From an optimization exercise on the open Yosys and OpenROAD flow, aimed at small area; shortcuts taken in it are not production practice.
In this exercise RTL edits were held to simulation tests only and were not proved equivalent to the original.
Power is estimated from default activity; no workload was simulated.

**flow/run.sh**
```bash
#!/bin/bash
# Layout flow: the standard flow, with two changes to synthesis only:
#  - ABC maps the logic with flow/abc_area.script (area oriented) instead of
#    ORFS's abc_area.script;
#  - adders are left to ABC (ADDER_MAP_FILE empty) instead of being mapped to
#    half/full adder cells first.
# Registers are mapped exactly as in the standard synthesis.
set -uo pipefail
WORK=$(pwd)
{
  echo 'proc abc {args} {'
  echo '  set i [lsearch -exact $args -script]'
  echo "  set args [lreplace \$args \$i [expr {\$i + 1}] -script $WORK/flow/abc_area.script]"
  echo '  yosys abc {*}$args'
  echo '}'
  cat "$WORK/synth_recipe.tcl"
} > "$WORK/my_synth.tcl"
bash standard.sh SYNTH_SCRIPT="$WORK/my_synth.tcl" ADDER_MAP_FILE= synth > "$WORK/synth.log" 2>&1 || exit 1
bash standard.sh SYNTH_SCRIPT="$WORK/my_synth.tcl" ADDER_MAP_FILE= BUFFER_PORTS_ARGS="-buffer_cell sky130_fd_sc_hd__buf_1" finish > "$WORK/layout.log" 2>&1 || exit 1
```
**flow/abc_area.script**
```
strash
&get -n
&deepsyn -T 60
&put
dch -f
amap
topo
```
**standard.sh**
```bash
#!/bin/bash
# synth_recipe.tcl (not shown) runs the flow's synth.tcl, then flattens the netlist and writes it again
# the make line also repeats each setting of config.mk as NAME=value (left out here)
make -C /OpenROAD-flow-scripts/flow DESIGN_CONFIG=/design/flow/config.mk WORK_HOME=/design/flow/orfs CLKGATE_MAP_FILE= SYNTH_SCRIPT=/design/flow/synth_recipe.tcl "${@:-finish}"
```
**config.mk**
```make
export PLATFORM = sky130hd
export DESIGN_NAME = lcdControllerDemonstration
export DESIGN_NICKNAME = lcdControllerDemonstration
export VERILOG_FILES = /design/flow/design.v
export SDC_FILE = /design/flow/constraint.sdc
export NUM_CORES = 4
export LEC_CHECK = 0
export ABC_AREA = 1
export CAP_MARGIN = 20
export CORE_MARGIN = 2
export CORE_UTILIZATION = 35
export PLACE_DENSITY = 0.6
export SLEW_MARGIN = 20
```
**constraint.sdc**
```tcl
create_clock -name core_clock -period 20.0 [get_ports {clk}]
set_input_delay 4.0000 -clock core_clock [delete_from_list [all_inputs] [get_ports {clk}]]
set_output_delay 4.0000 -clock core_clock [all_outputs]
set_load 0.01 [all_outputs]
```
**design.v**
```verilog
module lcdControllerDemonstration
(
    input clk,
    input backLight,
    input lcdOnIn,
    input[15:0] in,
    output backLightOut,
    output[7:0] lcdBus,
    output lcdOnOut,
    output lcdReadWriteSel,
    output lcdRsSelect,
    output lcdEnableOut,
    output errorLed1,
    output errorLed2
);
    localparam KADDR = 2'd0, KDATA = 2'd1, KSHIFT = 2'd2, KINIT = 2'd3;
    localparam IPOWER = 5'd22;
    function [3:0] add3(input [3:0] x);
        reg g, c0, c1, c2;
        begin
            g = x[3] | (x[2] & (x[1] | x[0]));
            add3[0] = x[0] ^ g;
            c0 = x[0] & g;
            add3[1] = x[1] ^ g ^ c0;
            c1 = (x[1] & g) | (x[1] & c0) | (g & c0);
            add3[2] = x[2] ^ c1;
            c2 = x[2] & c1;
            add3[3] = x[3] ^ c2;
        end
    endfunction
    function [3:0] digitOf(input [15:0] v, input [2:0] s);
        integer i;
        reg[35:0] n;
        begin
            n = 36'd0;
            n[15:0] = v;
            for(i = 0; i < 16; i = i + 1)
            begin
                n[19:16] = add3(n[19:16]);
                n[23:20] = add3(n[23:20]);
                n[27:24] = add3(n[27:24]);
                n[31:28] = add3(n[31:28]);
                n[35:32] = add3(n[35:32]);
                n = n << 1;
            end
            case(s)
                3'd0: digitOf = n[35:32];
                3'd1: digitOf = n[31:28];
                3'd2: digitOf = n[27:24];
                3'd3: digitOf = n[23:20];
                default: digitOf = n[19:16];
            endcase
        end
    endfunction
    reg[19:0] cnt;   
    reg[1:0]  kind;
    reg[4:0]  idx;
    wire init = (kind == KINIT);
    wire[2:0] a = idx[2:0];
    wire[3:0] bl = cnt[19:16];
    reg[19:0] last;
    always @*
    begin
        last = 20'h009E0;
        if(init)
            case(idx)
                5'd22: last = 20'hF4262;
                5'd23, 5'd28, 5'd29, 5'd31: last = 20'h3D0AC;
                5'd24, 5'd25, 5'd26: last = 20'h01D68;
                default: last = 20'h009E0;
            endcase
    end
    wire endStep = ((cnt & last) == last);
    wire early = (cnt[11:5] == 7'd0) & (~init | (cnt[19:12] == 8'd0)) &
                 ~(cnt[4] & cnt[3] & (cnt[2] | (cnt[1] & cnt[0])));
    wire[2:0] fine = cnt[3:1] + a;
    wire atS1 = cnt[11] & cnt[8] & cnt[7] & cnt[6] & ~cnt[4] & ~cnt[0] & (fine == 3'd6);
    wire atS2 = early & ~cnt[4] & cnt[0] & (fine == 3'd5);
    wire atS3 = early & ~cnt[4] & ~cnt[0] & (fine == 3'd7);
    wire ldDg = (kind == KADDR && atS1) || (kind == KDATA && atS2);
    wire ldBl = (kind == KADDR && endStep) || (kind == KDATA && atS3);
    wire[19:0] inc = cnt + 1'b1;
    always @(posedge clk, negedge lcdOnIn)
    begin
        if(lcdOnIn == 1'b0)
        begin
            cnt <= 20'd32;  
            kind <= KINIT;
            idx <= IPOWER;
        end
        else
        begin
            if(init)
                cnt <= endStep ? 20'd0 : inc;
            else
            begin
                cnt[11:0] <= endStep ? 12'd0 : inc[11:0];
                if(ldDg)
                    cnt[15:12] <= digitOf(in, a);
                if(ldBl)
                    cnt[19:16] <= cnt[15:12];
            end
            if(endStep)
            begin
                if(init || kind == KSHIFT)
                    idx <= idx + 1'b1;
                if(kind == KSHIFT || (init && idx == 5'd31))
                    kind <= KADDR;
                else if(!init)
                    kind <= kind + 1'b1;
            end
        end
    end
    wire low5 = ~idx[4] & ~idx[3] & ~(idx[2] & (idx[1] | idx[0]));
    reg[7:0] bus;
    always @*
    begin
        case(kind)
            KINIT:
                case(idx)
                    5'd23, 5'd24, 5'd25, 5'd26: bus = 8'h38;
                    5'd27: bus = 8'h08;
                    5'd28, 5'd31: bus = 8'h01;
                    5'd29: bus = 8'h06;
                    5'd30: bus = 8'h0C;
                    default: bus = 8'h80;
                endcase
            KADDR: bus = {1'b1, idx[4], 2'b00, idx[3:0]};
            KDATA: bus = low5 ? {4'h3, bl} : 8'h80;
            default: bus = (idx == 5'd31) ? 8'h02 : 8'h14;
        endcase
    end
    assign lcdBus = bus;
    assign lcdEnableOut = early;
    assign lcdRsSelect = (kind == KDATA) || (kind == KSHIFT && !endStep) ||
                         (kind == KADDR && endStep);
    assign lcdReadWriteSel = 1'b0;
    assign errorLed1 = 1'b0;
    assign errorLed2 = 1'b0;
    assign lcdOnOut = lcdOnIn;
    assign backLightOut = backLight;
endmodule
```
==> flow_results.org, run 1 <==
** Power and ir drop
- Leakage power figure :: 1.22 nW
- The analysis attributes to net switching a power of 0.391 mW.
- The share of total power dissipated in the clock network is 0.050.
- Sequential share of power :: 0.082
- Total power per unit cell area :: 194 nW/um^2
- IR analysis of the VDD net gives a maximum drop of 0.000104 V.
- Of the total power, the share spent switching nets is 0.590.
- Cell internal power was estimated by the tool at 0.272 mW.
- Combinational power share :: 0.868

** Logic synthesis
- Post-synthesis sequential area ratio :: 0.217
- After synthesis, the share of flip-flops with an asynchronous set or reset is 1.00.
- Synth cell types :: 37
- Cell area after synthesis :: 3150 um^2
- Most common flop cell mapped by yosys :: sky130_fd_sc_hd__dfrtp_1
- Cells taking the most area after synthesis :: sky130_fd_sc_hd__nor2_1 (18%), sky130_fd_sc_hd__dfrtp_1 (17%), sky130_fd_sc_hd__clkinv_1 (8.6%), sky130_fd_sc_hd__o21ai_0 (8.1%), sky130_fd_sc_hd__a21oi_1 (7.1%)
- Summed over all instances, the cell type with the most area after synthesis is sky130_fd_sc_hd__nor2_1.
- Dividing the synthesized area by the synthesized cell count gives 5.88 um^2.
- The synthesized design contains 0 enable-type register cells.
- Synthesis-stage register bit count :: 27
- The cell count after synthesis came out at 536.
- Warnings from Yosys :: 1
- The share of synthesized area in the top cell type comes to 0.183.

** Clock network
- Clock sink count :: 27
- CTS Root Cell :: sky130_fd_sc_hd__clkbuf_8
- In this run the number of H-tree levels came out at 1.
- Clock-pin slew was measured on the worst setup and hold paths at 100 ps.
- Once the clock tree was built, the setup fixing pass inserted 0 buffers.
- Post_cts resized :: 0
- Clock Latency Late Sink :: 280 ps
- Clock tree synthesis inserted a total of 3 buffers.
- CTS hold repair buffers :: 0
- The clock passes through at most 2 buffers.
- TritonCTS clock tree :: done

** Die
- Initial core utilization :: 0.361
- Measured along the y axis, the die boundary spans 98.9 um.
- DIE WIDTH :: 98.9 um
- Standard-cell rows :: 34
- The die covers 9780 um^2.
- Core Area :: 8720 um^2
- Io pins :: 34

** Setup path
- The worst register-to-register path ends at cnt[13]$_DFFE_PN0P_.
- CP startpoint kind :: primary input
- Among the stages of the critical path, the cell type that occurs most often is sky130_fd_sc_hd__nor2_1.
- Endpoint kind of the worst setup timing path :: flop
- The critical path is of the primary input to flop type.
- Minimum setup slack among reg-to-reg paths :: 15,340 ps
- On the worst path, the slowest cell contributes a delay of 480 ps.
- Along the worst path, the maximum fanout reaches 6.
- RR Startpoint :: idx[1]$_DFFE_PN1P_
- Data on the critical path is required at its endpoint by 20,160 ps.
- Measured in cells, the most critical reg-to-reg path has a length of 17.
- Cell at the slowest stage of the critical path :: sky130_fd_sc_hd__o21ai_0
- Data arrival time at the worst-slack endpoint :: 14,370 ps

** Timing
- The final max-slew violation count was 0.
- Final total negative setup slack :: 0 ps
- Slew of the pin with the lowest slew margin :: 747 ps
- Counting I/O delays and the setup requirement, the final critical path takes 14,200 ps.
- Measured against its own limit, the worst slew margin works out to 0.496.
- Final hold violation count :: 0
- Derived from the worst setup path, the maximum achievable clock frequency is 0.0704 GHz.
- RSZ-0062 raised after global routing :: no
- # setup viols final :: 0
- Final Skew :: 8.66 ps
- Worst Hold Margin :: 475 ps
- Final worst-path cycle share :: 0.710

** Worst hold path
- Capture endpoint of the worst hold path :: cnt[0]$_DFF_PN0_
- Min-Delay Startpoint :: cnt[0]$_DFF_PN0_
- Counting instances, the worst hold path has a depth of 1.
- The tightest min-delay check is of the flop to flop type.

** Finish
- Share of layout cells above drive strength 1 :: 0.0194
- The library cell used most frequently in the layout, excluding fill and tap cells, is sky130_fd_sc_hd__nor2_1.
- The area growth from synthesis to layout is 8.46%.
- Total Nets Final :: 586
- The repair_antennas step left the layout with diodes totalling 0.
- In the layout the commonest cells are sky130_fd_sc_hd__nor2_1 (154), sky130_fd_sc_hd__clkinv_1 (72), sky130_fd_sc_hd__o21ai_0 (51).

** Global routing
- Total congestion overflow :: 0
- Across every metal layer, demand over resource in global routing totals 0.168.
- Vias in the first global route :: 3,412
- Pin count of the biggest net entering global routing :: 29
- The first global-routing pass estimated 14,300 um of wire.
- Initial antenna violation count :: 0

** Routing
- The pre-antenna-repair detailed-routing pass consisted of 5 iterations.
- Total DRC errors in the routed layout :: 0
- The count of nets left with antenna violations once routing finished came out at 0.
- After detailed routing, the number of vias per cell comes to 5.44.
- Detailed routing inserted a total of 3,664 vias.
- Drt total wl :: 8140 um
- Routed len/inst :: 12.1 um
- Number of violations reported at the end of detailed-routing iteration 0 :: 206

** Job
- Number of max-cap violations :: 0

** Placed design
- Number of port buffers :: 28
- Placed wire-length estimate after detailed placement :: 6620 um
- Routability-driven placement finished with a final weighted congestion of 0.893.

** Outcome
- Status :: timing/DRC/antenna clean
[routing by layer]
metal	vias up	wire (um)	track usage
met5	-	0	0
met4	0	123	0.0485
met3	13	326	0.0121
met2	82	3830	0.298
met1	1624	3860	0.219
li1	1945	-	-
[cell usage after synthesis, types with 2 or more instances]
| library cell | number |
|---|---|
| sky130_fd_sc_hd__nor2_1 | 154 |
| sky130_fd_sc_hd__nand3_1 | 4 |
| sky130_fd_sc_hd__a31oi_1 | 7 |
| sky130_fd_sc_hd__nor3_1 | 16 |
| sky130_fd_sc_hd__a211oi_1 | 10 |
| sky130_fd_sc_hd__dfstp_2 | 6 |
| sky130_fd_sc_hd__o21a_1 | 10 |
| sky130_fd_sc_hd__nor4_1 | 5 |
| sky130_fd_sc_hd__o21ai_0 | 51 |
| sky130_fd_sc_hd__a22oi_1 | 9 |
| sky130_fd_sc_hd__nand4_1 | 2 |
| sky130_fd_sc_hd__or2_0 | 4 |
| sky130_fd_sc_hd__nand2b_1 | 3 |
| sky130_fd_sc_hd__a21boi_0 | 3 |
| sky130_fd_sc_hd__o31a_1 | 6 |
| sky130_fd_sc_hd__o2111ai_1 | 2 |
| sky130_fd_sc_hd__nand2_1 | 45 |
| sky130_fd_sc_hd__o22a_1 | 4 |
| sky130_fd_sc_hd__buf_4 | 5 |
| sky130_fd_sc_hd__and3_1 | 2 |
| sky130_fd_sc_hd__o22ai_1 | 21 |
| sky130_fd_sc_hd__dfrtp_1 | 21 |
| sky130_fd_sc_hd__clkinv_1 | 72 |
| sky130_fd_sc_hd__a21oi_1 | 45 |
| sky130_fd_sc_hd__o311ai_0 | 4 |
| sky130_fd_sc_hd__or3_1 | 2 |
| sky130_fd_sc_hd__nor2b_1 | 13 |
[worst max-delay path by stage]
stage | from | endpoint | slack [ps] | depth (start not counted)
floorplan | in[13] | cnt[14]$_DFFE_PN0P_ | 7130 | 64
global placement | in[13] | cnt[14]$_DFFE_PN0P_ | 5980 | 65
detailed placement | in[13] | cnt[14]$_DFFE_PN0P_ | 5510 | 65
CTS | in[13] | cnt[14]$_DFFE_PN0P_ | 5770 | 65
global route | in[13] | cnt[14]$_DFFE_PN0P_ | 3810 | 65
finish | in[13] | cnt[14]$_DFFE_PN0P_ | 5800 | 65
[power groups by stage]
stage	sequential (mW)	clock (mW)	combinational [mW]
after floorplan	0.0557	0	0.480
after global placement	0.0556	0	0.554
after detailed placement	0.0556	0	0.569
after CTS	0.0546	0.0334	0.572
after global routing	0.0546	0.0347	0.672
final	0.0546	0.0329	0.576
[area by class of cell]
cell class                 count  area, um^2
tap                          108         135
clock inverter                 1        7.51
clock buffer                   3        41.3
fill                         918        5300
multi-input combinational    434        2170
timing repair buffer          29         113
sequential                    27         683
inverter                      72         270
[flip-flops by register name, summed over array words and instances, names as in the netlist]
name / count
kind: 2
cnt: 20
idx: 5
[through the flow]
| stage | area [um^2] | instances | worst slack [ps] | total power [mW] | util |
|---|---|---|---|---|---|
| finish | 3420 | 674 | 5800 | 0.663 | 0.392 |
| global route | 3420 | 674 | 3810 | 0.761 | 0.392 |
| CTS | 3420 | 674 | 5770 | 0.660 | 0.392 |
| detailed placement | 3370 | 670 | 5510 | 0.625 | 0.386 |
| global placement | 3370 | 670 | 5980 | 0.609 | 0.386 |
| floorplan | 3160 | 538 | 7130 | 0.535 | - |
[kinds of logic (layout without fill, tap and decap cells)]
family,after synthesis,after routing,synth area share
AOI/OAI and AO/OA,180,180,0.352
buffers and inverters,77,105,0.0977
DFF,27,27,0.217
other,1,3,0.00119
and+or+nand+nor,251,251,0.333
[critical path, delay by kind of cell]
family / cells / cell delay [ps]
compound gates: 24 / 4770
simple gates: 30 / 4230
buf+inv: 11 / 1370
==> run 2, diff against run 1 <==
--- a/flow/run.sh
+++ b/flow/run.sh
@@ -17,3 +17,3 @@
 } > "$WORK/my_synth.tcl"
 bash standard.sh SYNTH_SCRIPT="$WORK/my_synth.tcl" ADDER_MAP_FILE= synth > "$WORK/synth.log" 2>&1 || exit 1
-bash standard.sh SYNTH_SCRIPT="$WORK/my_synth.tcl" ADDER_MAP_FILE= BUFFER_PORTS_ARGS="-buffer_cell sky130_fd_sc_hd__buf_1" finish > "$WORK/layout.log" 2>&1 || exit 1
+bash standard.sh SYNTH_SCRIPT="$WORK/my_synth.tcl" ADDER_MAP_FILE= finish > "$WORK/layout.log" 2>&1 || exit 1
==> run 2 against run 1 <==
Combinational power barely moved; clock power fell by 6%; sequential power barely moved; hold slack got worse by 5.7 ps; critical path type unchanged; critical endpoint unchanged.
==> flow_results.org, run 2 <==
** Timing
- At the pin with the least slew margin, the transition time is 664 ps.
- For this run, the top clock speed supported by timing is 0.0671 GHz.
- Clock period minus worst slack :: 14,910 ps
- Setup violations remaining at the end of the flow were counted as 0.
- Setup repair after global routing left no endpoint under its margin.
- Final Skew :: 9.49 ps
- After layout, the worst setup slack is 5090 ps.
- Final total negative setup slack :: 0 ps
- The number of endpoints with negative hold slack in the final report came to 0.
- The tightest hold path in the finished design has a slack of 469 ps.
- The final max-slew violation count was 0.
- In this run the tightest slew margin relative to its limit is 0.552.
- Final worst-path cycle share :: 0.745

** Routing
- In this run the remaining antenna-violating nets after routing total 0.
- TritonRoute pass-1 iters :: 4
- Drt total wl :: 8250 um
- After the first detailed-routing iteration, the DRC count stood at 134.
- Vias after detailed routing :: 3,577
- Routed len/inst :: 12.2 um
- Using the TritonRoute via totals, the vias-per-cell ratio works out to 5.31.
- Total DRC errors in the routed layout :: 0

** Clock network
- CTS hold repair buffers :: 0
- Clock Latency Late Sink :: 280 ps
- Post_cts resized :: 0
- Once the clock tree was built, the setup fixing pass inserted 0 buffers.
- CTS built an H-tree with a depth of 1.
- Clock transition at the registers of the reported paths :: 100 ps
- Clock buffer depth :: 2
- TritonCTS built the clock tree.
- In this run, CTS created clock tree buffers numbering 3.
- CTS Root Cell :: sky130_fd_sc_hd__clkbuf_8
- Clock sink count :: 27

** Placed design
- Number of port buffers :: 28
- Placed wire-length estimate after detailed placement :: 6720 um
- Final GP Congestion :: 0.884
- Pre-CTS setup slack :: 4920 ps

** Logic synthesis
- Most common flop cell mapped by yosys :: sky130_fd_sc_hd__dfrtp_1
- Cells taking the most area after synthesis :: sky130_fd_sc_hd__nor2_1 (18%), sky130_fd_sc_hd__dfrtp_1 (17%), sky130_fd_sc_hd__clkinv_1 (8.6%), sky130_fd_sc_hd__o21ai_0 (8.1%), sky130_fd_sc_hd__a21oi_1 (7.1%)
- Synth cell types :: 37
- A synthesized cell averages 5.88 um^2.
- For this run, the number of Yosys warnings is 1.
- Counting flops with an async set or reset pin after synthesis yields a share of 1.00.
- Synthesis inferred 27 register bits.
- Cell area after synthesis :: 3150 um^2
- Post-synthesis sequential area ratio :: 0.217
- Post-synthesis instance total :: 536
- Most repeated cell in the gate-level netlist after synthesis :: sky130_fd_sc_hd__nor2_1
- Library cell with the largest summed area after synthesis :: sky130_fd_sc_hd__nor2_1
- Number of synthesized flops with an enable pin :: 0
- Post-synth top cells :: sky130_fd_sc_hd__nor2_1 (154), sky130_fd_sc_hd__clkinv_1 (72), sky130_fd_sc_hd__o21ai_0 (51), sky130_fd_sc_hd__a21oi_1 (45), sky130_fd_sc_hd__nand2_1 (45)
- Proportion of netlist area held by the largest area contributor :: 0.183

** Die
- Standard-cell rows :: 34
- The region available for standard cell placement spans 8720 um^2.
- For this design the top-level I/O count stands at 34.
- Initial core utilization :: 0.361
- Die area :: 9780 um^2
- Measured along the y axis, the die boundary spans 98.9 um.
- DIE WIDTH :: 98.9 um

** Setup path
- Critical path fanouts, max :: 6
- The cell that appears most often on the critical path is sky130_fd_sc_hd__nor2_1.
- Cell at the slowest stage of the critical path :: sky130_fd_sc_hd__o21ai_0
- The worst setup path is captured at a flop.
- On the worst path, the slowest cell contributes a delay of 490 ps.
- R2R cell count :: 17
- Data arrives at the worst endpoint at 15,060 ps.
- CP startpoint kind :: primary input
- Minimum setup slack among reg-to-reg paths :: 15,300 ps
- Data on the critical path is required at its endpoint by 20,150 ps.
- Start-to-end type of the worst setup path :: primary input to flop

** Global routing
- Entering global routing, the biggest net connects 28 pins.
- Wire length of the first global-routing pass :: 14,400 um
- The initial antenna violation count is 0.
- For this run the aggregate overflow at the end of global routing stands at 0.
- The number of global-route vias before repair is 3,350.
- Combined global-route utilization of all metal layers :: 0.171

** Finish
- Total Nets Final :: 586
- The area growth from synthesis to layout is 13.9%.
- Largest register FFs :: 20
- Share of layout cells above drive strength 1 :: 0.0194
- The library cell used most frequently in the layout, excluding fill and tap cells, is sky130_fd_sc_hd__nor2_1.
- Register bank with the most flops :: cnt
- Commonest non-fill, non-tap cells in the layout :: sky130_fd_sc_hd__nor2_1 (154), sky130_fd_sc_hd__clkinv_1 (72), sky130_fd_sc_hd__o21ai_0 (51)
- Number of inserted diodes :: 0
- The largest registers in the layout are cnt (20), idx (5), kind (2).

** Job
- Number of max-cap violations :: 0

** Power and ir drop
- Dividing total power by cell area gives a power density of 185 nW/um^2.
- Maximum ir drop on the vdd rail :: 0.0000916 V
- The analysis attributes to cell leakage a power of 1.29 nW.

** Outcome
- Status :: timing/DRC/antenna clean

** Worst hold path
- Counting instances, the worst hold path has a depth of 1.
- In this run the worst hold path is classified as flop to flop.
## run 2: cell counts after synthesis
No cell type changed its count.
## run 2: final timing paths
path,from,end
setup / recovery,in[13],cnt[14]$_DFFE_PN0P_
hold / removal,cnt[0]$_DFF_PN0_,cnt[0]$_DFF_PN0_
setup reg to reg,idx[1]$_DFFE_PN1P_,cnt[13]$_DFFE_PN0P_
hold reg to reg,cnt[0]$_DFF_PN0_,cnt[0]$_DFF_PN0_
max in group asynchronous,lcdOnIn,cnt[5]$_DFF_PN1_
min in group asynchronous,lcdOnIn,cnt[18]$_DFFE_PN0P_
## run 2: power breakdown
part	internal, mW	switching, mW	total, mW	leakage [nW]
clock network	0.0140	0.0170	0.0310	0.0255
logic	0.206	0.372	0.578	0.938
registers	0.0546	0	0.0546	0.331
## run 2: logic make-up (layout without fill, tap and decap cells)
logic type,count (synthesis),in the layout,share of synthesized area
AND/OR/NAND/NOR,251,251,0.333
AO/OA/AOI/OAI,180,180,0.352
flip-flops,27,27,0.217
buffers and inverters,77,105,0.0977
other,1,3,0.00119
## run 2: final cells by class
type	instances	area, um^2
fillers	942	5130
multi-input cells	434	2170
flip-flops and latches	27	683
repair buffers	29	288
inverters	72	270
well taps	108	135
clock buffers	3	41.3
clock inverters	1	5.00
## run 2: stage by stage
stage / utilization / total power [mW] / std cells / area [um^2]
3_3_place_gp: 0.406 / 0.614 / 670 / 3540
4_1_cts: 0.412 / 0.665 / 674 / 3590
6_report: 0.412 / 0.664 / 674 / 3590
5_1_grt: 0.412 / 0.765 / 674 / 3590
2_1_floorplan: - / 0.535 / 538 / 3160
3_5_place_dp: 0.406 / 0.630 / 670 / 3540
## run 2: per-layer routing
metal	global-route usage	share of wire	vias up
met5	0	0	-
met4	0.0421	0.0082	0
met3	0.0163	0.032	6
met2	0.308	0.48	63
met1	0.219	0.48	1588
li1	-	-	1920
## run 2: critical path, delay by kind of cell
family                 cells  cell delay [ps]
AO/OA/AOI/OAI             24             4940
AND/OR/NAND/NOR           30             4330
buffers and inverters     11             1760
==> run 3, diff against run 2 <==
--- a/flow/run.sh
+++ b/flow/run.sh
@@ -16,4 +16,4 @@
   cat "$WORK/synth_recipe.tcl"
 } > "$WORK/my_synth.tcl"
-bash standard.sh SYNTH_SCRIPT="$WORK/my_synth.tcl" ADDER_MAP_FILE= synth > "$WORK/synth.log" 2>&1 || exit 1
-bash standard.sh SYNTH_SCRIPT="$WORK/my_synth.tcl" ADDER_MAP_FILE= finish > "$WORK/layout.log" 2>&1 || exit 1
+bash standard.sh SYNTH_SCRIPT="$WORK/my_synth.tcl" ADDER_MAP_FILE= MIN_BUF_CELL_AND_PORTS="sky130_fd_sc_hd__buf_1 A X" synth > "$WORK/synth.log" 2>&1 || exit 1
+bash standard.sh SYNTH_SCRIPT="$WORK/my_synth.tcl" ADDER_MAP_FILE= MIN_BUF_CELL_AND_PORTS="sky130_fd_sc_hd__buf_1 A X" BUFFER_PORTS_ARGS="-buffer_cell sky130_fd_sc_hd__buf_1" finish > "$WORK/layout.log" 2>&1 || exit 1
--- a/config.mk
+++ b/config.mk
@@ -10,4 +10,6 @@
 export CORE_MARGIN = 2
 export CORE_UTILIZATION = 35
+export CTS_BUF_LIST = sky130_fd_sc_hd__clkbuf_8
+export CTS_CLUSTER_SIZE = 40
 export PLACE_DENSITY = 0.6
 export SLEW_MARGIN = 20
==> run 3 against run 2 <==
Register-to-register slack got worse by 60 ps; critical path type unchanged; power increased by 0.28%; critical endpoint unchanged; utilization decreased by 2.0 points; via count increased by 2.0%.
==> flow_results.org, run 3 <==
** Timing
- Worst relative slew slack :: 0.535
- In the finished design, the share of the clock period the worst path needs comes to 0.714.
- Counting I/O delays and the setup requirement, the final critical path takes 14,290 ps.
- RSZ-0062 raised after global routing :: no
- The number of endpoints with negative hold slack in the final report was 0.
- For the final database, setup skew stands at 1.59 ps.
- Setup violations remaining at the end of the flow were counted as 0.
- For this run, the top clock speed supported by timing is 0.0700 GHz.
- Final Max Slew Viols :: 0
- Final total negative setup slack :: 0 ps
- For the pin with the worst max-slew slack, the measured transition is 688 ps.

** Power and ir drop
- For this design the ratio of total power to cell area is 195 nW/um^2.
- Overall power consumption after layout is estimated at 0.666 mW.
- Across the VDD grid, the largest voltage drop is 0.0000955 V.
- The analysis attributes to cell leakage a power of 1.22 nW.

** Routing
- For this block, the initial DRC count from the detailed router was 132.
- Total DRC errors in the routed layout :: 0
- TritonRoute pass-1 iters :: 4
- Post-route antenna net violation count :: 0
- Using the TritonRoute via totals, the vias-per-cell ratio works out to 5.41.
- Summed over all layers, the routed wires come to 8260 um.
- Routed len/inst :: 12.3 um
- Vias after detailed routing :: 3,649

** Clock network
- Clock sink count :: 27
- CTS Root Cell :: sky130_fd_sc_hd__clkbuf_8
- H-tree depth :: 1
- Clock buffer depth :: 2
- TritonCTS built the clock tree.
- CTS hold repair buffers :: 0
- Post_cts resized :: 0
- Clock latency on the worst-skew pair, taken at its later pin, is 280 ps.
- Clock transition at the registers of the reported paths :: 100 ps
- Once the clock tree was built, the setup fixing pass inserted 0 buffers.
- Num CTS Buffers :: 3

** Global routing
- Wire length of the first global-routing pass :: 14,900 um
- The number of global-route vias before repair is 3,535.
- Total congestion overflow :: 0
- Across every metal layer, demand over resource in global routing totals 0.177.
- Pin count of the biggest net entering global routing :: 29
- The initial antenna violation count came to 0.

** Logic synthesis
- Counting flops with a built-in enable in the synthesized netlist gives 0.
- Proportion of netlist area held by the largest area contributor :: 0.185
- Post-synthesis sequential area ratio :: 0.218
- For this run, the number of Yosys warnings is 1.
- Most repeated cell in the gate-level netlist after synthesis :: sky130_fd_sc_hd__nor2_1
- Of all flip-flops after synthesis, the portion carrying an async set or reset was 1.00.
- Synth cell types :: 37
- Sorting the synthesized cells by area gives the leading types as sky130_fd_sc_hd__nor2_1 (18%), sky130_fd_sc_hd__dfrtp_1 (17%), sky130_fd_sc_hd__clkinv_1 (8.6%), sky130_fd_sc_hd__o21ai_0 (8.1%), sky130_fd_sc_hd__a21oi_1 (7.2%).
- Most common flop cell mapped by yosys :: sky130_fd_sc_hd__dfrtp_1
- Synthesis-stage register bit count :: 27
- Post-synthesis instance total :: 536
- Mean instance size in the synthesized netlist :: 5.85 um^2
- The cell area that synthesis handed to floorplanning was 3130 um^2.
- Post-synth top cells :: sky130_fd_sc_hd__nor2_1 (154), sky130_fd_sc_hd__clkinv_1 (72), sky130_fd_sc_hd__o21ai_0 (51), sky130_fd_sc_hd__a21oi_1 (45), sky130_fd_sc_hd__nand2_1 (45)
- Of all cell types, the one taking the most synthesized area is sky130_fd_sc_hd__nor2_1.

** Setup path
- The worst setup path is launched from a primary input.
- The worst register-to-register path begins at idx[1]$_DFFE_PN1P_.
- Endpoint kind of the worst setup timing path :: flop
- Data arrives at the worst endpoint at 14,450 ps.
- Cell at the slowest stage of the critical path :: sky130_fd_sc_hd__o21ai_0
- The endpoint identified for the worst register-to-register timing path is cnt[13]$_DFFE_PN0P_.
- The setup path with the least slack is of type primary input to flop.
- At the worst endpoint, the required time is 20,160 ps.
- Minimum setup slack among reg-to-reg paths :: 15,240 ps
- The number of cells on the worst reg-to-reg path is 17.
- In this design, the stage delay of the slowest critical-path cell is 460 ps.
- Critical path fanouts, max :: 6
- By instance count, the cell type seen most on the critical path is sky130_fd_sc_hd__nor2_1.

** Die
- The floorplan step set the die width to 98.6 um.
- The floorplan step defined a die boundary enclosing 9720 um^2.
- The floorplan has 34 rows.
- Pin placement for this block handled 34 I/O pins.
- In this run the vertical extent of the chip is 98.6 um.
- After floorplanning, the core was sized to cover 8720 um^2.
- Initial core utilization :: 0.359

** Finish
- 0 antenna diodes ended up in the layout.
- Final std cell area, no fill :: 3420 um^2
- From synthesis to final layout, the design area changed by 9.11%.
- The library cell used most frequently in the layout, excluding fill and tap cells, is sky130_fd_sc_hd__nor2_1.
- Largest registers :: cnt (20), idx (5), kind (2)
- For this run, the post-layout net count is 586.
- Once layout is complete, the cells apart from fillers number 674.
- In the layout the commonest cells are sky130_fd_sc_hd__nor2_1 (154), sky130_fd_sc_hd__clkinv_1 (72), sky130_fd_sc_hd__o21ai_0 (51).
- Of the cells placed in the final design, the portion with a size suffix greater than 1 is 0.0194.
- Largest register FFs :: 20
- More flip-flops sit in one register than any other, and that register is cnt.

** Placed design
- In this run the cell area measured after placement is 3370 um^2.
- Input and output buffers added on the ports amount to 28.
- Number of cells in the design after placement :: 670
- Placed wire-length estimate after detailed placement :: 6810 um
- The congestion estimate from routability-driven global placement came to 0.955.

** Worst hold path
- Capture endpoint of the worst hold path :: cnt[0]$_DFF_PN0_
- Hold WC Path Type :: flop to flop
- The startpoint identified for the worst hold timing path is cnt[0]$_DFF_PN0_.
- Hold Crit Depth :: 1

** Job
- Across the run, the number of max-cap violations was 0.

** Outcome
- Status :: timing/DRC/antenna clean
## run 3: changes by cell type after synthesis
cell	previous run	this run
sky130_fd_sc_hd__buf_1	0	5
sky130_fd_sc_hd__buf_4	5	0
## run 3: area by class of cell
class / instances / area (um^2)
fill: 948 / 5300
inverter: 72 / 270
tap: 108 / 135
clock inverter: 1 / 7.51
multi-input combinational: 434 / 2170
clock buffer: 3 / 41.3
sequential: 27 / 683
timing repair buffer: 29 / 113
## run 3: metrics by stage
step | utilization | hold WS [ps] | setup slack (ps)
finish | 0.392 | 491 | 5710
floorplan | - | 434 | 7130
global route | 0.392 | 523 | 3670
CTS | 0.392 | 491 | 5730
global placement | 0.386 | 476 | 5860
detailed placement | 0.386 | 476 | 5490
## run 3: report_power, final
| group | switching (mW) | total [mW] | internal, mW |
|---|---|---|---|
| clock network | 0.0180 | 0.0322 | 0.0142 |
| registers | 0 | 0.0546 | 0.0546 |
| logic | 0.375 | 0.579 | 0.203 |
| total | 0.393 | 0.666 | 0.272 |
## run 3: worst max-delay path by stage
stage	start	endpoint	slack [ps]	depth (start not counted)
after floorplan	in[13]	cnt[14]$_DFFE_PN0P_	7130	64
after global placement	in[13]	cnt[14]$_DFFE_PN0P_	5860	65
after detailed placement	in[13]	cnt[14]$_DFFE_PN0P_	5490	65
after CTS	in[13]	cnt[14]$_DFFE_PN0P_	5730	65
after global routing	in[13]	cnt[14]$_DFFE_PN0P_	3670	65
final	in[13]	cnt[14]$_DFFE_PN0P_	5710	65
## run 3: worst max-delay path, delay by kind of cell
family,cells,cell delay [ps]
AND/OR/NAND/NOR,30,4200
AO/OA/AOI/OAI,24,4850
buffers and inverters,11,1400
## run 3: routing by layer
layer,share of wire,GRT usage,wire [um],up-vias
met4,0.018,0.0622,151,0
met2,0.47,0.311,3900,89
met1,0.46,0.226,3830,1615
li1,-,-,-,1931
met3,0.046,0.0184,379,14
met5,0,0,0,-
## run 3: kinds of logic (layout without fill, tap and decap cells)
logic type	count (synthesis)	in the layout	synth area share
compound gates	180	180	0.354
buf+inv	77	105	0.0923
simple gates	251	251	0.335
flops	27	27	0.218
other cells	1	3	0.00120
==> run 4, diff against run 3 <==
--- a/design.v
+++ b/design.v
@@ -14,5 +14,5 @@
     output errorLed2
 );
-    localparam KADDR = 2'd0, KDATA = 2'd1, KSHIFT = 2'd2, KINIT = 2'd3;
+    localparam KADDR = 2'd1, KDATA = 2'd3, KSHIFT = 2'd2, KINIT = 2'd0;
     localparam IPOWER = 5'd22;
     function [3:0] add3(input [3:0] x);
@@ -105,8 +105,10 @@
                 if(init || kind == KSHIFT)
                     idx <= idx + 1'b1;
-                if(kind == KSHIFT || (init && idx == 5'd31))
-                    kind <= KADDR;
-                else if(!init)
-                    kind <= kind + 1'b1;
+                case(kind)
+                    KADDR: kind <= KDATA;
+                    KDATA: kind <= KSHIFT;
+                    KSHIFT: kind <= KADDR;
+                    default: kind <= (idx == 5'd31) ? KADDR : KINIT;
+                endcase
             end
         end
@@ -128,5 +130,6 @@
             KADDR: bus = {1'b1, idx[4], 2'b00, idx[3:0]};
             KDATA: bus = low5 ? {4'h3, bl} : 8'h80;
-            default: bus = (idx == 5'd31) ? 8'h02 : 8'h14;
+            KSHIFT: bus = (idx == 5'd31) ? 8'h02 : 8'h14;
+            default: bus = 8'h80;
         endcase
     end
==> flow/abc_area.script (replaced) <==
strash
&get -n
&deepsyn -I 3 -T 40 -t
&put
dch -f
amap
topo
--- a/config.mk
+++ b/config.mk
@@ -10,6 +10,7 @@
 export CORE_MARGIN = 2
 export CORE_UTILIZATION = 35
-export CTS_BUF_LIST = sky130_fd_sc_hd__clkbuf_8
-export CTS_CLUSTER_SIZE = 40
+export CTS_BUF_LIST = sky130_fd_sc_hd__clkbuf_16
+export CTS_CLUSTER_DIAMETER = 500
+export CTS_CLUSTER_SIZE = 50
 export PLACE_DENSITY = 0.6
 export SLEW_MARGIN = 20
==> run 4 against run 3 <==
Critical path type unchanged; clock skew rose by 2.0 ps; critical endpoint unchanged; critical path depth rose by 2; non-clock buffer count rose by 1; power fell by 13%; final cell count fell by 1.9%; synthesized area fell by 2.9%; via count fell by 4.2%; sequential power rose by 3%; utilization barely moved; largest power group unchanged.
==> flow_results.org, run 4 <==
** Timing
- The clock arrives with 3.61 ps of skew.
- Worst relative slew slack :: 0.465
- Derived from the worst setup path, the maximum achievable clock frequency is 0.0727 GHz.
- Final worst-path cycle share :: 0.687
- Summed over all failing endpoints, the final setup total negative slack is 0 ps.
- # setup viols final :: 0
- Clock period minus worst slack :: 13,750 ps
- At the pin with the least slew margin, the transition time is 793 ps.
- Final Max Slew Viols :: 0
- The number of endpoints with negative hold slack in the final report is 0.
- RSZ-0062 raised after global routing :: no

** Placed design
- Number of cells in the design after placement :: 657
- Routability-driven placement finished with a final weighted congestion of 0.883.
- Buffers placed on the I/O ports in this run total 28.
- Placed wire-length estimate after detailed placement :: 6320 um

** Job
- The tool flagged a number of max-cap violations equal to 0.

** Logic synthesis
- In the synthesized netlist the async set-or-reset flop fraction comes to 1.00.
- Cells taking the most area after synthesis :: sky130_fd_sc_hd__nor2_1 (20%), sky130_fd_sc_hd__dfrtp_1 (19%), sky130_fd_sc_hd__a21oi_1 (10%), sky130_fd_sc_hd__clkinv_1 (9.7%), sky130_fd_sc_hd__o21ai_0 (5.6%)
- Synth cell types :: 40
- Cell area after synthesis :: 3040 um^2
- Of the synthesized area, sequential elements account for 0.224.
- Post-synthesis instance total :: 523
- The largest total area in the synthesized netlist belongs to sky130_fd_sc_hd__nor2_1.
- Counting flops and latches in the post-synthesis netlist gives 27.
- Yosys instantiated no cell more often than sky130_fd_sc_hd__nor2_1.
- Number of synthesized flops with an enable pin :: 0
- The share of synthesized area in the top cell type comes to 0.202.
- For this run, the number of Yosys warnings is 1.
- Most common flop cell mapped by yosys :: sky130_fd_sc_hd__dfrtp_1
- Mean instance size in the synthesized netlist :: 5.82 um^2
- Post-synth top cells :: sky130_fd_sc_hd__nor2_1 (164), sky130_fd_sc_hd__clkinv_1 (79), sky130_fd_sc_hd__a21oi_1 (62), sky130_fd_sc_hd__o21ai_0 (34), sky130_fd_sc_hd__nand2_1 (31)

** Die
- During I/O placement, the number of pins put on the boundary was 34.
- The initial utilization of the core area, before any placement, comes to 0.354.
- Standard-cell rows :: 34
- Die height :: 97.2 um
- The core region is 8590 um^2.
- DIE WIDTH :: 97.2 um
- Die area :: 9450 um^2

** Setup path
- The worst setup path is launched from a primary input.
- Start-to-end type of the worst setup path :: primary input to flop
- Counting stages on the worst path, the most repeated cell is sky130_fd_sc_hd__nor2_1.
- The largest single stage delay on the critical path is 340 ps.
- Crit-path leading delay family :: simple AND/OR/NAND/NOR gates
- STA classifies the critical path endpoint as a flop.
- Cell at the slowest stage of the critical path :: sky130_fd_sc_hd__nor2_1
- Counting both buffers and inverters, the worst setup path holds a total of 13.
- Of all nets on the critical path, the largest fanout is 7.
- For the worst setup path, the data required time is 20,140 ps.
- For the worst setup path, the data arrival time is 13,890 ps.

** Finish
- Leaving out fill and tap cells, the most frequent cell in the layout is sky130_fd_sc_hd__nor2_1.
- Share of layout cells above drive strength 1 :: 0.0181
- Compared with the post-synthesis result, the final layout area differs by 10.6%.
- Largest registers :: cnt (20), idx (5), kind (2)
- 0 antenna diodes ended up in the layout.
- For this run, the number of standard cells in the final layout without fillers is 661.
- Total Nets Final :: 573
- The layout has 958 filler cells.
- The multi-input combinational cells in the finished layout cover a total of 2050 um^2.
- Final core utilization :: 0.392
- Register bank with the most flops :: cnt
- The sequential cells in the finished layout cover a total of 681 um^2.
- The library cells used most frequently in the layout, excluding fill and tap cells, are sky130_fd_sc_hd__nor2_1 (164), sky130_fd_sc_hd__clkinv_1 (79), sky130_fd_sc_hd__a21oi_1 (62).
- The register with the most flip-flops in the layout has 20 of them.

** Clock network
- Clock buffer depth :: 2
- CTS built an H-tree with a depth of 1.
- Clock tree synthesis selected as its root buffer the cell sky130_fd_sc_hd__clkbuf_16.
- After clock tree synthesis, the clock-pin slew on the worst setup and hold paths is 70 ps.
- TritonCTS clock tree :: done
- Counting every sink on the clock net gives 27.
- After clock tree synthesis, the setup repair step added 0 buffers.
- In this run, CTS created clock tree buffers numbering 3.
- After clock tree synthesis, the repair step resized 0 gates.
- CTS hold repair buffers :: 0
- Clock Latency Late Sink :: 270 ps

** Global routing
- For this run, the total global-route usage over all layers was measured as 0.166.
- Met2 track demand over resource in global routing :: 0.272
- The first global-routing pass estimated 13,700 um of wire.
- Met3 Usage GRT :: 0.0187
- Entering global routing, the biggest net connects 29 pins.
- Fraction of met1 tracks used by global routing :: 0.242
- Total congestion overflow :: 0
- Vias in the first global route :: 3,136
- Initial antenna violation count :: 0
- The global routing stage identified its most utilized layer as met2.

** Routing
- For this run, design rule violations remaining after detail routing come to 0.
- In the final routed layout, each cell accounts on average for 11.7 um.
- Drt total wl :: 7760 um
- The first routing iteration left 199 violations.
- TritonRoute pass-1 iters :: 5
- Using the TritonRoute via totals, the vias-per-cell ratio works out to 5.29.
- The count of nets left with antenna violations once routing finished came out at 0.
- Vias after detailed routing :: 3,495

** Outcome
- The flow ran to the end and the layout has no timing, DRC or antenna violations.

** Power and ir drop
- Maximum ir drop on the vdd rail :: 0.0000989 V
- The completed layout was analyzed and its total power is 0.578 mW.
- Total power per unit cell area :: 172 nW/um^2
- In this run the static leakage power is 1.23 nW.

** Worst hold path
- Hold WC Path Type :: flop to flop
-- run 4: path summary, 6_finish.rpt --
check | from | end | slack (ps) | cells after the start
setup / recovery | in[13] | cnt[14]$_DFFE_PN0P_ | 6250 | 67
min in group asynchronous | lcdOnIn | idx[0]$_DFFE_PN0P_ | 3710 | 2
hold / removal | cnt[0]$_DFF_PN0_ | cnt[0]$_DFF_PN0_ | 430 | 1
max in group asynchronous | lcdOnIn | cnt[5]$_DFF_PN1_ | 15960 | 2
setup reg to reg | kind[1]$_DFFE_PN0P_ | cnt[18]$_DFFE_PN0P_ | 15260 | 21
hold reg to reg | cnt[0]$_DFF_PN0_ | cnt[0]$_DFF_PN0_ | 430 | 1
-- run 4: cells by family (layout without fill, tap and decap cells) --
kind of cell	after synthesis	after routing	share of synthesized area
simple gates	236	236	0.320
compound gates	174	174	0.350
buf+inv	85	113	0.105
flops	27	27	0.224
other cells	1	3	0.00123
-- run 4: where the power goes --
| group | switching [mW] | total [mW] | internal (mW) |
|---|---|---|---|
| Sequential | 0.000832 | 0.0561 | 0.0553 |
| Combinational | 0.317 | 0.474 | 0.157 |
| Clock | 0.0203 | 0.0475 | 0.0272 |
| Total | 0.338 | 0.578 | 0.239 |
-- run 4: through the flow --
| stage | hold WS, ps | setup slack (ps) | cell area, um^2 |
|---|---|---|---|
| after floorplan | 411 | 7630 | 3050 |
| after global placement | 422 | 6460 | 3280 |
| after detailed placement | 422 | 5950 | 3280 |
| after CTS | 432 | 6220 | 3360 |
| after global routing | 478 | 4550 | 3360 |
| final | 428 | 6250 | 3360 |
-- run 4: layout make-up --
class                           count  share of cell area
Timing Repair Buffer               30              0.0357
Clock buffer                        3              0.0223
Clock inverter                      1             0.00223
Tap cell                          108              0.0402
Multi-Input combinational cell    413               0.609
Inverter                           79              0.0881
Sequential cell                    27               0.202
-- run 4: worst register-to-register path: cells and delay by family (launching register included) --
| kind | cells | cell delay [ps] |
|---|---|---|
| AOI/OAI and AO/OA | 10 | 1380 |
| and+or+nand+nor | 6 | 1680 |
| DFF | 1 | 450 |
| buffers and inverters | 5 | 1160 |
-- run 4: routing by layer --
metal / up-vias / wire, um
met5: - / 0
met4: 0 / 64
met3: 9 / 216
met2: 52 / 3400
met1: 1550 / 4070
li1: 1884 / -
==> run 5, diff against run 4 <==
--- a/config.mk
+++ b/config.mk
@@ -10,7 +10,5 @@
 export CORE_MARGIN = 2
 export CORE_UTILIZATION = 35
-export CTS_BUF_LIST = sky130_fd_sc_hd__clkbuf_16
-export CTS_CLUSTER_DIAMETER = 500
-export CTS_CLUSTER_SIZE = 50
+export GPL_TIMING_DRIVEN = 0
 export PLACE_DENSITY = 0.6
 export SLEW_MARGIN = 20
==> run 5 against run 4 <==
Combinational power grew 0.8%; setup slack got worse by 180 ps; global-route usage increased by 0.36 points; clock skew down 0.94 ps; sequential cell count did not move; first-iteration DRC count fell by 0.50%; clock power down 33%.
==> flow_results.org, run 5 <==
** Worst hold path
- Hold WC Path Type :: flop to flop

** Clock network
- Num CTS Buffers :: 3
- The number of hold buffers added after CTS was 0.
- The number of gates resized after CTS was 0.
- The tree is rooted in a sky130_fd_sc_hd__clkbuf_8.
- Clock sink count :: 27
- Clock Latency Late Sink :: 280 ps
- No sink is reached through more buffers than the 2 on the longest clock path.
- After clock tree synthesis, the setup repair step added 0 buffers.
- H-tree depth :: 1
- Clock transition at the registers of the reported paths :: 100 ps
- TritonCTS clock tree :: done

** Logic synthesis
- By instance count, the leading cell after synthesis is sky130_fd_sc_hd__nor2_1.
- Warnings from Yosys :: 1
- In the synthesized netlist the dominant register cell turns out to be sky130_fd_sc_hd__dfrtp_1.
- Counting instances in the post-synthesis netlist gives the leading cell types as sky130_fd_sc_hd__nor2_1 (164), sky130_fd_sc_hd__clkinv_1 (79), sky130_fd_sc_hd__a21oi_1 (62), sky130_fd_sc_hd__o21ai_0 (34), sky130_fd_sc_hd__nand2_1 (31).
- Post-synthesis instance total :: 523
- Of all flip-flops after synthesis, the portion carrying an async set or reset was 1.00.
- The synthesized design contains 0 enable-type register cells.
- Post-synthesis sequential area ratio :: 0.224
- Cells taking the most area after synthesis :: sky130_fd_sc_hd__nor2_1 (20%), sky130_fd_sc_hd__dfrtp_1 (19%), sky130_fd_sc_hd__a21oi_1 (10%), sky130_fd_sc_hd__clkinv_1 (9.7%), sky130_fd_sc_hd__o21ai_0 (5.6%)
- Summed over all instances, the cell type with the most area after synthesis is sky130_fd_sc_hd__nor2_1.
- Synthesis-stage register bit count :: 27
- Summing every instance area after synthesis gives 3040 um^2.
- Synthesis instantiated 40 different standard cells from the library.
- Proportion of netlist area held by the largest area contributor :: 0.202
- Dividing the synthesized area by the synthesized cell count gives 5.82 um^2.

** Global routing
- Global routing finished with a remaining overflow of 0.
- Entering global routing, the biggest net connects 29 pins.
- The number of global-route vias before repair is 3,324.
- The first global-routing pass estimated 14,200 um of wire.
- Combined global-route utilization of all metal layers :: 0.169
- Initial antenna violation count :: 0

** Placed design
- Input and output buffers added on the ports amount to 29.
- Routability-driven placement finished with a final weighted congestion of 0.966.
- Counting tap cells, the placed design contains a total of 662 instances.
- Placed wire-length estimate after detailed placement :: 6310 um

** Finish
- The library cell used most frequently in the layout, excluding fill and tap cells, is sky130_fd_sc_hd__nor2_1.
- The net count of the finished layout is 578.
- Of the cells placed in the final design, the portion with a size suffix greater than 1 is 0.0161.
- Final core utilization :: 0.389
- Commonest non-fill, non-tap cells in the layout :: sky130_fd_sc_hd__nor2_1 (164), sky130_fd_sc_hd__clkinv_1 (79), sky130_fd_sc_hd__a21oi_1 (62)
- Area of the multi-input gates :: 2050 um^2
- Largest registers :: cnt (20), idx (5), kind (2)
- Ranked by flip-flop count, first place goes to cnt.
- Counting the fill cells in the layout gives 971.
- Largest register FFs :: 20
- Synth-to-layout area growth :: 9.91%
- The finished layout holds 666 standard cells, fillers aside.
- Across the whole layout, storage elements account for 681 um^2.
- Number of inserted diodes :: 0

** Timing
- Setup repair after global routing left no endpoint under its margin.
- Summed over all failing endpoints, the final setup total negative slack is 0 ps.
- The number of endpoints with negative hold slack in the final report is 0.
- Clock period minus worst slack :: 13,920 ps
- # setup viols final :: 0
- The final max-slew violation count is 0.
- Static timing analysis puts the maximum clock frequency at 0.0718 GHz.
- Final worst-path cycle share :: 0.696
- Final Skew :: 2.66 ps
- At the pin with the least slew margin, the transition time is 842 ps.
- Worst relative slew slack :: 0.432
- Final hold analysis gives a worst-case slack of 435 ps.

** Routing
- Total DRC errors in the routed layout :: 0
- Routed len/inst :: 11.5 um
- Vias/cell :: 5.34
- Post-route antenna net violation count :: 0
- Drt total wl :: 7670 um
- For this block, the via count after detailed routing is 3,557.
- TritonRoute pass-1 iters :: 5
- The detailed router finished its first iteration with 198 violations.

** Die
- DIE WIDTH :: 97.2 um
- Die height :: 97.2 um
- The floorplan has 34 rows.
- In this run the standard cell core region covers 8590 um^2.
- For this configuration, the core starts out at a cell density of 0.354.
- 34 I/O pins were placed.
- The die covers 9450 um^2.

** Setup path
- Worst path required time :: 20,160 ps
- STA classifies the critical path startpoint as a primary input.
- Data arrival time at the worst-slack endpoint :: 14,080 ps
- Cell at the slowest stage of the critical path :: sky130_fd_sc_hd__nor2_1
- Slowest stage delay, CP :: 360 ps
- Across all register-to-register paths, the minimum setup slack is 15,060 ps.
- The worst setup path is of the primary input to flop kind.
- Counting stages on the worst path, the most repeated cell is sky130_fd_sc_hd__nor2_1.
- Critical path fanouts, max :: 7
- Endpoint kind of the worst setup timing path :: flop

** Power and ir drop
- The completed layout was analyzed and its total power is 0.566 mW.
- In this run the power density over the cells is 169 nW/um^2.
- VDD sags by at most 0.000102 V.
- For this design the static power due to leakage is 1.22 nW.

** Outcome
- The flow ran to the end and the layout has no timing, DRC or antenna violations.

** Job
- Number of max-cap violations :: 0
-- run 5: worst max-delay path: cells and delay by family --
family | cells | cell delay, ps
compound gates | 25 | 4110
buf+inv | 13 | 1690
simple gates | 29 | 4290
-- run 5: layout make-up --
class	instances	area share
Tap cell	108	0.0404
Clock buffer	3	0.0124
Buffer	6	0.00674
Multi-Input combinational cell	413	0.613
Clock inverter	1	0.00225
Timing Repair Buffer	29	0.0329
Sequential cell	27	0.204
Inverter	79	0.0887
-- run 5: power breakdown --
part,internal (mW),total (mW),switching [mW]
Clock,0.0142,0.0320,0.0179
Combinational,0.157,0.478,0.321
Sequential,0.0553,0.0561,0.000822
Total,0.227,0.566,0.340
-- run 5: routing by layer --
metal,vias to the layer above,share of wire,wire length [um],GRT usage
met1,1604,0.51,3880,0.237
met5,-,0,0,0
met4,0,0.010,78,0.0299
li1,1881,-,-,-
met3,8,0.033,254,0.0194
met2,64,0.45,3460,0.286
-- run 5: path summary, 6_finish.rpt --
check,from,endpoint,cells after the start
setup / recovery,in[13],cnt[14]$_DFFE_PN0P_,67
hold / removal,cnt[0]$_DFF_PN0_,cnt[0]$_DFF_PN0_,1
setup reg to reg,kind[1]$_DFFE_PN0P_,cnt[18]$_DFFE_PN0P_,20
hold reg to reg,cnt[0]$_DFF_PN0_,cnt[0]$_DFF_PN0_,1
max in group asynchronous,lcdOnIn,cnt[14]$_DFFE_PN0P_,1
min in group asynchronous,lcdOnIn,idx[3]$_DFFE_PN0P_,1
-- run 5: stage by stage --
stage	instance area (um^2)	setup slack, ps
2_1_floorplan	3050	7630
3_3_place_gp	3290	6190
3_5_place_dp	3290	5820
4_1_cts	3340	6070
5_1_grt	3340	4240
6_report	3340	6080
-- run 5: kinds of logic after synthesis --
kind of cell / Yosys count / synth area share
AO/OA/AOI/OAI: 174 / 0.350
buffers and inverters: 85 / 0.105
flip-flops: 27 / 0.224
other: 1 / 0.00123
AND/OR/NAND/NOR: 236 / 0.320
==> run 6, diff against run 5 <==
--- a/config.mk
+++ b/config.mk
@@ -10,5 +10,4 @@
 export CORE_MARGIN = 2
 export CORE_UTILIZATION = 35
-export GPL_TIMING_DRIVEN = 0
 export PLACE_DENSITY = 0.6
 export SLEW_MARGIN = 20
==> run 6 against run 5 <==
Non-clock buffer count fell by 5; power is 0.50% lower; combinational power decreased by 0.8%; count of clock-buffer cells in the layout unchanged; utilization shrank 0.15 points; critical path depth did not move; still clean on timing, DRC and antenna; fmax up 1.4%; setup slack better by 200 ps; final area is 0.37% lower; first-iteration DRC count is 4.5% higher; critical path type unchanged; highest routed layer unchanged; final cell count decreased by 0.75%; wire length up 1.1%.
==> flow_results.org, run 6 <==
** Global routing
- Initial antenna violation count :: 0
- The first global-routing pass estimated 13,600 um of wire.
- Entering global routing, the biggest net connects 29 pins.
- The number of global-route vias before repair was 3,149.
- Total congestion overflow :: 0
- Across every metal layer, demand over resource in global routing totals 0.165.

** Logic synthesis
- Warnings from Yosys :: 1
- Dividing the synthesized area by the synthesized cell count gives 5.82 um^2.
- Cells taking the most area after synthesis :: sky130_fd_sc_hd__nor2_1 (20%), sky130_fd_sc_hd__dfrtp_1 (19%), sky130_fd_sc_hd__a21oi_1 (10%), sky130_fd_sc_hd__clkinv_1 (9.7%), sky130_fd_sc_hd__o21ai_0 (5.6%)
- Most repeated cell in the gate-level netlist after synthesis :: sky130_fd_sc_hd__nor2_1
- Of all cell types, the one taking the most synthesized area is sky130_fd_sc_hd__nor2_1.
- Post-synthesis instance total :: 523
- Yosys mapped a number of flops with a built-in enable equal to 0.
- Fraction of registers with async set or reset after synthesis :: 1.00
- Synth cell types :: 40
- Post-synthesis sequential area ratio :: 0.224
- Synthesis-stage register bit count :: 27
- Cell area after synthesis :: 3040 um^2
- The commonest cells after synthesis are sky130_fd_sc_hd__nor2_1 (164), sky130_fd_sc_hd__clkinv_1 (79), sky130_fd_sc_hd__a21oi_1 (62), sky130_fd_sc_hd__o21ai_0 (34), sky130_fd_sc_hd__nand2_1 (31).
- In the synthesized netlist the dominant register cell turns out to be sky130_fd_sc_hd__dfrtp_1.
- The share of synthesized area in the top cell type comes to 0.202.

** Power and ir drop
- Total power for the finished layout comes to 0.563 mW.
- The analysis attributes to cell leakage a power of 1.21 nW.
- Total power per unit cell area :: 169 nW/um^2
- Across the VDD grid, the largest voltage drop is 0.0000988 V.

** Setup path
- The largest individual stage delay along the critical path comes from the cell sky130_fd_sc_hd__nor2_1.
- Critical path fanouts, max :: 7
- R2R cell count :: 21
- Among the stages of the critical path, the cell type that occurs most often is sky130_fd_sc_hd__nor2_1.
- The startpoint identified for the worst register-to-register timing path is kind[1]$_DFFE_PN0P_.
- The critical path is of the primary input to flop type.
- Endpoint kind of the worst setup timing path :: flop
- Slowest stage delay, CP :: 340 ps
- STA classifies the critical path startpoint as a primary input.
- Minimum setup slack among reg-to-reg paths :: 15,240 ps
- For the worst setup path, the data arrival time is 13,890 ps.
- Worst path required time :: 20,160 ps
- In this run the critical register-to-register path is captured at cnt[18]$_DFFE_PN0P_.

** Clock network
- Number of setup buffers added after CTS :: 0
- Post_cts resized :: 0
- The clock passes through at most 2 buffers.
- Num CTS Buffers :: 3
- The later pin in the worst-skew pair is clocked with a latency of 280 ps.
- TritonCTS clock tree :: done
- After clock tree synthesis, the clock-pin slew on the worst setup and hold paths is 100 ps.
- For this design, the CTS-stage hold fixing added 0 buffers.
- H-tree depth :: 1
- CTS Root Cell :: sky130_fd_sc_hd__clkbuf_8
- Clock sink count :: 27

** Die
- Die area :: 9450 um^2
- Die height :: 97.2 um
- For this design the top-level I/O count stands at 34.
- Standard-cell rows :: 34
- Core Area :: 8590 um^2
- From left edge to right edge, the die measures 97.2 um.
- The initial utilization of the core area, before any placement, comes to 0.354.

** Finish
- Total Nets Final :: 573
- In the final layout, the registers with the most flip-flops are cnt (20), idx (5), kind (2).
- In the layout the commonest cells are sky130_fd_sc_hd__nor2_1 (164), sky130_fd_sc_hd__clkinv_1 (79), sky130_fd_sc_hd__a21oi_1 (62).
- Layout Cells excl Fill :: 661
- Number of inserted diodes :: 0
- Most common cell after layout, fill and taps aside :: sky130_fd_sc_hd__nor2_1
- The area growth from synthesis to layout is 9.50%.
- Area of the multi-input gates :: 2050 um^2
- In the final layout, flip-flops and latches occupy 681 um^2.
- In the final layout, the share of cells above drive strength 1 is 0.0181.
- The register with the most flip-flops in the layout has 20 of them.
- Final core utilization :: 0.388
- The finished cells cover 3330 um^2.
- Register bank with the most flops :: cnt
- Fill cell instance count of the final layout :: 967

** Routing
- TritonRoute pass-1 iters :: 5
- In the final routed layout, each cell accounts on average for 11.7 um.
- After the first detailed-routing iteration, the DRC count stood at 207.
- Vias after detailed routing :: 3,502
- The final layout contains routed wiring with a total length of 7750 um.
- Post-route antenna net violation count :: 0
- Vias/cell :: 5.30
- In the routed design, unresolved DRC markers number 0.

** Timing
- Counting I/O delays and the setup requirement, the final critical path takes 13,730 ps.
- Worst Slack Setup Final :: 6270 ps
- Measured against its own limit, the worst slew margin works out to 0.446.
- Slew of the pin with the lowest slew margin :: 821 ps
- Setup violations remaining at the end of the flow were counted as 0.
- Final hold violation count :: 0
- Adding up every negative setup slack in the final design gives 0 ps.
- Final Skew :: 4.89 ps
- RSZ-0062 raised after global routing :: no
- Achievable frequency :: 0.0729 GHz
- Final Max Slew Viols :: 0
- Final worst-path cycle share :: 0.686
- Across all hold checks on the routed design, the worst slack comes to 433 ps.

** Placed design
- Final GP Congestion :: 0.883
- Placed wire-length estimate after detailed placement :: 6320 um
- Including well taps, the total number of placed cells is 657.
- Placed Instance Area :: 3280 um^2
- Pre-CTS setup slack :: 5950 ps
- Port buffering added 28 buffers.

** Worst hold path
- Min-Delay Startpoint :: cnt[0]$_DFF_PN0_
- Hold Crit Depth :: 1
- For hold timing, the worst endpoint is cnt[0]$_DFF_PN0_.
- Hold WC Path Type :: flop to flop

** Job
- Number of max-cap violations :: 0

** Outcome
- Status :: timing/DRC/antenna clean
run 6: cell count changes in the layout (fill, tap and decap cells not counted), sizes merged:
cell | before | now
buf | 35 | 30
run 6: layout make-up:
cell class	instances	area share
Multi-Input combinational cell	413	0.615
Sequential cell	27	0.204
Inverter	79	0.0890
Tap cell	108	0.0406
Timing Repair Buffer	30	0.0361
Clock buffer	3	0.0124
Clock inverter	1	0.00225
run 6: cells by family after synthesis:
kind of cell | after synthesis | synth area share
buf+inv | 85 | 0.105
other cells | 1 | 0.00123
simple gates | 236 | 0.320
compound gates | 174 | 0.350
flops | 27 | 0.224
run 6: worst max-delay path by stage:
stage	startpoint	depth (start not counted)	end
global placement	in[13]	67	cnt[14]$_DFFE_PN0P_
detailed placement	in[13]	67	cnt[14]$_DFFE_PN0P_
CTS	in[13]	67	cnt[14]$_DFFE_PN0P_
finish	in[13]	67	cnt[14]$_DFFE_PN0P_
floorplan	in[13]	66	cnt[14]$_DFFE_PN0P_
global route	in[13]	67	cnt[14]$_DFFE_PN0P_
run 6: report_power, final:
group | total, mW | switching [mW] | internal, mW
logic | 0.474 | 0.317 | 0.157
clock network | 0.0329 | 0.0187 | 0.0142
registers | 0.0561 | 0.000848 | 0.0553
total | 0.563 | 0.337 | 0.226
run 6: worst max-delay path: cells and delay by family:
kind                   cells  cell delay (ps)
AOI/OAI and AO/OA         25             4030
buffers and inverters     13             1620
and+or+nand+nor           29             4200
run 6: metal layers:
layer	up-vias	GRT usage	wire length, um
met2	49	0.272	3430
met1	1567	0.242	4080
met5	-	0	0
met4	0	0.0182	38
li1	1882	-	-
met3	4	0.0165	212
==> run 7, diff against run 6 <==
--- a/config.mk
+++ b/config.mk
@@ -7,7 +7,7 @@
 export LEC_CHECK = 0
 export ABC_AREA = 1
-export CAP_MARGIN = 20
+export CAP_MARGIN = 0
 export CORE_MARGIN = 2
 export CORE_UTILIZATION = 35
 export PLACE_DENSITY = 0.6
-export SLEW_MARGIN = 20
+export SLEW_MARGIN = 0
==> run 7 against run 6 <==
Register-to-register slack about the same; global-route usage unchanged; hold slack is the same; count of clock-buffer cells in the layout unchanged; non-clock buffer count unchanged; sequential power is essentially flat; utilization unchanged; wire length did not move; fmax stayed put; critical path type unchanged; critical endpoint unchanged; largest cell class unchanged.
==> flow_results.org, run 7 <==
** Timing
- Final total negative setup slack :: 0 ps
- Worst relative slew slack :: 0.446
- Setup slack closes at 6270 ps.
- In the finished design, the share of the clock period the worst path needs comes to 0.686.
- Hold is met by 433 ps.
- The final max-slew violation count was 0.
- RSZ-0062 raised after global routing :: no
- Across the routed clock network, the largest skew measured is 4.89 ps.

** Routing
- Vias after detailed routing :: 3,502
- Using the TritonRoute via totals, the vias-per-cell ratio works out to 5.30.
- After the first detailed-routing iteration, the DRC count stood at 207.
- After detailed routing, the total wire length is 7750 um.
- Before antenna repair, the detailed router went through 5 iterations.
- The count of nets left with antenna violations once routing finished came out at 0.

** Clock network
- Clock Latency Late Sink :: 280 ps
- Once the clock tree was built, the resizer swapped 0 gates to a different size.
- Number of setup buffers added after CTS :: 0
- Clock sink count :: 27
- CTS hold repair buffers :: 0
- TritonCTS created 3 clock buffers.
- Clock buffer depth :: 2
- CTS built an H-tree with a depth of 1.

** Finish
- For this run, the share of the core covered by cells in the final layout is 0.388.
- Total Nets Final :: 573
- Layout Cells excl Fill :: 661
- The number of antenna diodes in the final layout is 0.
- Share of layout cells above drive strength 1 :: 0.0181
- Ranked by flip-flop count, first place goes to cnt.
- Largest register FFs :: 20
- Commonest non-fill, non-tap cells in the layout :: sky130_fd_sc_hd__nor2_1 (164), sky130_fd_sc_hd__clkinv_1 (79), sky130_fd_sc_hd__a21oi_1 (62)
- Synth-to-layout area growth :: 9.50%

** Global routing
- Wire length of the first global-routing pass :: 13,600 um
- Pin count of the biggest net entering global routing :: 29
- Total congestion overflow :: 0
- Initial antenna violation count :: 0
- Vias in the first global route :: 3,149

** Logic synthesis
- Synthesis instantiated 40 different standard cells from the library.
- Post-synth top cells :: sky130_fd_sc_hd__nor2_1 (164), sky130_fd_sc_hd__clkinv_1 (79), sky130_fd_sc_hd__a21oi_1 (62), sky130_fd_sc_hd__o21ai_0 (34), sky130_fd_sc_hd__nand2_1 (31)
- In the post-synthesis netlist, the cell with the most instances is sky130_fd_sc_hd__nor2_1.
- The share of synthesized area in the top cell type comes to 0.202.
- Of all flip-flops after synthesis, the portion carrying an async set or reset was 1.00.
- Post-synthesis sequential area ratio :: 0.224
- Warnings from Yosys :: 1
- After synthesis, the largest family of logic cells by area is compound AO/OA/AOI/OAI gates.
- Cell area after synthesis :: 3040 um^2
- Yosys mapped a number of flops with a built-in enable equal to 0.
- Cells taking the most area after synthesis :: sky130_fd_sc_hd__nor2_1 (20%), sky130_fd_sc_hd__dfrtp_1 (19%), sky130_fd_sc_hd__a21oi_1 (10%), sky130_fd_sc_hd__clkinv_1 (9.7%), sky130_fd_sc_hd__o21ai_0 (5.6%)
- Mean instance size in the synthesized netlist :: 5.82 um^2

** Setup path
- Slowest stage delay, CP :: 340 ps
- Start-to-end type of the worst setup path :: primary input to flop
- The critical path ends at cnt[14]$_DFFE_PN0P_.
- Data arrival time at the worst-slack endpoint :: 13,890 ps
- Reg2Reg Capture Point :: cnt[18]$_DFFE_PN0P_
- Minimum setup slack among reg-to-reg paths :: 15,240 ps
- Cell at the slowest stage of the critical path :: sky130_fd_sc_hd__nor2_1
- CP startpoint kind :: primary input
- R2R cell count :: 21
- In this run the critical register-to-register path is launched from kind[1]$_DFFE_PN0P_.
- Worst path required time :: 20,160 ps

** Power and ir drop
- For this design the ratio of total power to cell area is 169 nW/um^2.
- Maximum ir drop on the vdd rail :: 0.0000988 V
- Summed over all cells, the static leakage comes to 1.21 nW.

** Job
- Across the run, the number of max-cap violations was 0.

** Worst hold path
- The path class of the tightest hold or removal check is flop to flop.
- Hold Crit Depth :: 1

** Die
- Core Area :: 8590 um^2
- Die height :: 97.2 um
- Initial core utilization :: 0.354
- Pin placement for this block handled 34 I/O pins.

** Placed design
- The number of placed instances, taps included, is 657.

** Outcome
- The flow ran to the end and the layout has no timing, DRC or antenna violations.
[run 7: cell counts in the layout (fill, tap and decap cells not counted)]
Identical to the previous run, type by type.
[run 7: final cells by class]
class	instances	area (um^2)	area share
clock buffer	3	41.3	0.0124
clock inverter	1	7.51	0.00225
inverter	79	297	0.0890
multi-input combinational	413	2050	0.615
sequential	27	681	0.204
tap	108	135	0.0406
timing repair buffer	30	120	0.0361
[run 7: worst min path at each step]
stage                                  end  slack, ps
after floorplan           cnt[0]$_DFF_PN0_        410
after global placement    cnt[0]$_DFF_PN0_        420
after detailed placement  cnt[0]$_DFF_PN0_        420
after CTS                 cnt[0]$_DFF_PN0_        440
after global routing      cnt[0]$_DFF_PN0_        480
final                     cnt[0]$_DFF_PN0_        430
[run 7: critical path: cells and delay by family]
kind / cells / cell delay [ps]
and+or+nand+nor: 29 / 4200
AOI/OAI and AO/OA: 25 / 4030
buffers and inverters: 13 / 1620
[run 7: metal layers]
metal / up-vias / share of wire / global-route usage / routed length [um]
met4: 0 / 0.0049 / 0.0182 / 38
met3: 4 / 0.027 / 0.0165 / 212
met1: 1567 / 0.53 / 0.242 / 4080
li1: 1882 / - / - / -
met2: 49 / 0.44 / 0.272 / 3430
met5: - / 0 / 0 / 0
[run 7: cell families (layout without fill, tap and decap cells)]
kind of cell           after synthesis  in the layout
AO/OA/AOI/OAI                      174            174
flip-flops                          27             27
buffers and inverters               85            113
other                                1              3
AND/OR/NAND/NOR                    236            236
[run 7: power breakdown]
part           internal, mW  switching, mW  leakage [nW]
sequential           0.0553       0.000848         0.334
combinational         0.157          0.317         0.858
clock                0.0142         0.0187        0.0217
total                 0.226          0.337          1.21

## port drivers added, routing unchanged
No port has a modelled driver above. Below, the same layouts with a new extraction and two added sets of constraints.
Step 1, drivers: a clkbuf_16 drives clk and a buf_2 each remaining input, both assumed.
Step 2 adds t to the input delays and takes it off the output delays; t is the mean of the earliest and latest rising clock arrival at the registers after step 1. Input paths then give back, and output paths get back, about the clock's delay inside the block.
Slacks: ideal ports / drivers / drivers and shift; pairs: ideal ports / drivers.
run	t, ns	setup WS [ns]	worst setup path after step 2	worst data-port slew with drivers (ns)	pins driven straight from the clock port
run 1	0.308	5.798 / 5.799 / 5.491	input to register	0.06	1
run 2	0.298	5.091 / 5.089 / 4.791	input to register	0.06	1
run 3	0.305	5.711 / 5.718 / 5.413	input to register	0.06	1
run 4	0.297	6.253 / 6.263 / 5.966	input to register	0.06	1
run 5	0.303	6.077 / 6.074 / 5.770	input to register	0.03	1
run 6	0.305	6.274 / 6.279 / 5.973	input to register	0.06	1
run 7	0.305	6.274 / 6.279 / 5.973	input to register	0.06	1
After both steps every run listed still meets setup and hold.
